What follows belongs to an exercise in optimizing a design on an open flow for small area; a production flow would make more cautious choices.
Only simulation tests tie the RTL to the original design; equivalence was not proved.
Power and IR drop assume default switching activity. The clock port is modelled as an ideal driver; clocking choices that lean on that would not hold on a real chip.

Design DIV, start of the top module:
module DIV(
    input  wire        clk,
    input  wire        reset,
    input  wire        flush,
    input  wire        CE_in,
    input  wire        ex_valid_ns,
    input  wire        wb_allin,
    input  wire [31:0] dividend_in,
    input  wire [31:0] divisor_in,
    input  wire [5:0]  is_op,
    output reg  [31:0] quotient_out,
    output reg  [31:0] remainder_out,
    output reg         CE_out
);
Size: ~1,400 flip-flops, about 140 I/O pins, ~52,000 um2 of cells after synthesis.
clock: 12.0 ns
lec_check: 0
cap_margin: 0
core_margin: 2
core_utilization: 60
cts_buf_list: sky130_fd_sc_hd__clkbuf_16
cts_cluster_diameter: 190
cts_cluster_size: 32
slew_margin: 0
synth_hierarchical: 1
standard.sh (not shown) runs the stock make flow with config.mk's settings and CLKGATE_MAP_FILE= SYNTH_SCRIPT=/design/flow/synth_recipe.tcl, a recipe that flattens the netlist after the stock synthesis.
==> flow/flow/run.sh <==
#!/bin/bash
# Standard layout, with the port buffers made from the smallest buffer cell.
set -e
cp standard.sh standard.sh.txt
export BUFFER_PORTS_ARGS="-buffer_cell sky130_fd_sc_hd__buf_1"
bash standard.sh > standard.log 2>&1
Change:
- CAP_MARGIN: 0 -> 20
- CORE_UTILIZATION: 60 -> 50
- PLACE_DENSITY: unset -> 0.8
- SLEW_MARGIN: 0 -> 20
The new run ran to the end with no violations.
Fmax goes down by about 3.3%.
Via count stays flat.
Cell area is about the same.
First-iteration DRC count goes down by 9.9%.
Sequential cell count does not change.
Clock-buffer cell count stays the same.
Core utilization goes down by 11 points.
Critical path depth goes up by 4.
Change:
- CORE_UTILIZATION: 50 -> 60
- PLACE_DENSITY: 0.8 -> 0.7
Result:
- The new run passed the timing, design-rule and antenna checks
- worst setup slack gains 420 ps
- via count barely changes
- core utilization came out higher by 11 points
- sequential power hardly moves
- sequential share of layout area is about the same
- die area came out lower by about 16%
- register-to-register slack gains 420 ps
Change:
- CORE_UTILIZATION: 60 -> 70
- CTS_CLUSTER_DIAMETER: 190 -> 160
- CTS_CLUSTER_SIZE: 32 -> 26
- PLACE_DENSITY: 0.7 -> unset
Synthesized area does not change; total power went up by 2.6%; worst hold slack gains 3.2 ps; sequential share of layout area is about the same; clock power rose by about 9%; global-route usage is higher by 4.4 points; cell area hardly moves.
Change:
- CORE_UTILIZATION: 70 -> 55
- CTS_CLUSTER_DIAMETER: 160 -> 190
- CTS_CLUSTER_SIZE: 26 -> 32
- PLACE_DENSITY: unset -> 0.8
The new run finished clean.
Sequential power is about the same.
Worst setup slack is better by 65 ps.
Flip-flop and latch count does not change.
Change:
- CORE_UTILIZATION: 55 -> 70
- CTS_CLUSTER_DIAMETER: 190 -> 180
- CTS_CLUSTER_SIZE: 32 -> 30
- PLACE_DENSITY: 0.8 -> unset
Setup slack loses 100 ps.
Register-to-register slack loses 100 ps.
Total power rises by 1.4%.
Non-clock buffer count rises by 28.
First-iteration DRC count falls by about 10%.
Global-route usage rises by 5.9 points.

========
== the previous run ==
DIV, a different RTL version from the one above (not shown whole).
Size: about 140 I/O pins.
make LEC_CHECK=0 CAP_MARGIN=20 CORE_MARGIN=2 CORE_UTILIZATION=60 CTS_BUF_LIST=sky130_fd_sc_hd__clkbuf_8 CTS_CLUSTER_SIZE=20 SLEW_MARGIN=20 SYNTH_HIERARCHICAL=1 finish   # period 12.0 ns
run.sh (not shown) runs the stock make flow with config.mk's settings and CLKGATE_MAP_FILE= SYNTH_SCRIPT=/design/flow/synth_recipe.tcl, a recipe that flattens the netlist after the stock synthesis.
Stock flow here: none of the scripts above is used.
The previous run: PASS, flow complete, no timing, DRC or antenna violations
diff inputs: the previous run => the current run
- CTS_BUF_LIST: sky130_fd_sc_hd__clkbuf_8 -> sky130_fd_sc_hd__clkbuf_4
- CTS_CLUSTER_SIZE: 20 -> 30
[summary]
Compare the previous run and the current run | data arrival at the endpoint of the critical path higher: the current run. Compared with the previous run, the current run shows a higher required time at the worst-slack endpoint. Violation count after the first detailed-route iteration: higher on the previous run. Run comparison: the previous run last element of the critical path r_s15[24]$_DFF_P_; the current run last element of the critical path r_s15[26]$_DFF_P_.

## re-timing with driven ports
Ports are ideal in the flow. The routed layouts listed here were re-timed in OpenROAD. Step 1: set_driving_cell puts a clkbuf_16 on clk and a buf_2 on each other input, an assumption about the parent block. Step 2 moves the port delays by t, midway between the first and last clock arrival at a register: inputs arrive t later, outputs are due t later. That takes back most of the time a late clock gives input paths. Slacks: no drivers / after step 1 / after step 2; pairs: no drivers / after step 1.
run | t (ns) | slack for setup (ns) | worst setup path after step 2 | latest minus earliest clock arrival (ns) | worst slew at a driven data input, ns
the first run of note 1 | 0.705 | 0.856 / 0.856 / 0.856 | register to register | 0.049 / 0.049 | 0.06
the second run of note 1 | 0.712 | 0.479 / 0.479 / 0.479 | register to register | 0.044 / 0.044 | 0.05
the third run of note 1 | 0.710 | 0.895 / 0.895 / 0.895 | register to register | 0.037 / 0.037 | 0.07
the fourth run of note 1 | 0.716 | 0.515 / 0.515 / 0.515 | register to register | 0.068 / 0.068 | 0.05
the fifth run of note 1 | 0.702 | 0.580 / 0.580 / 0.580 | register to register | 0.040 / 0.041 | 0.04
the sixth run of note 1 | 0.712 | 0.480 / 0.480 / 0.480 | register to register | 0.051 / 0.051 | 0.05
the previous run | 0.925 | 0.464 / 0.464 / 0.464 | register to register | 0.061 / 0.061 | 0.05
the current run | 1.151 | 0.412 / 0.412 / 0.412 | register to register | 0.126 / 0.126 | 0.06
After both steps setup and hold are still met in every run listed.
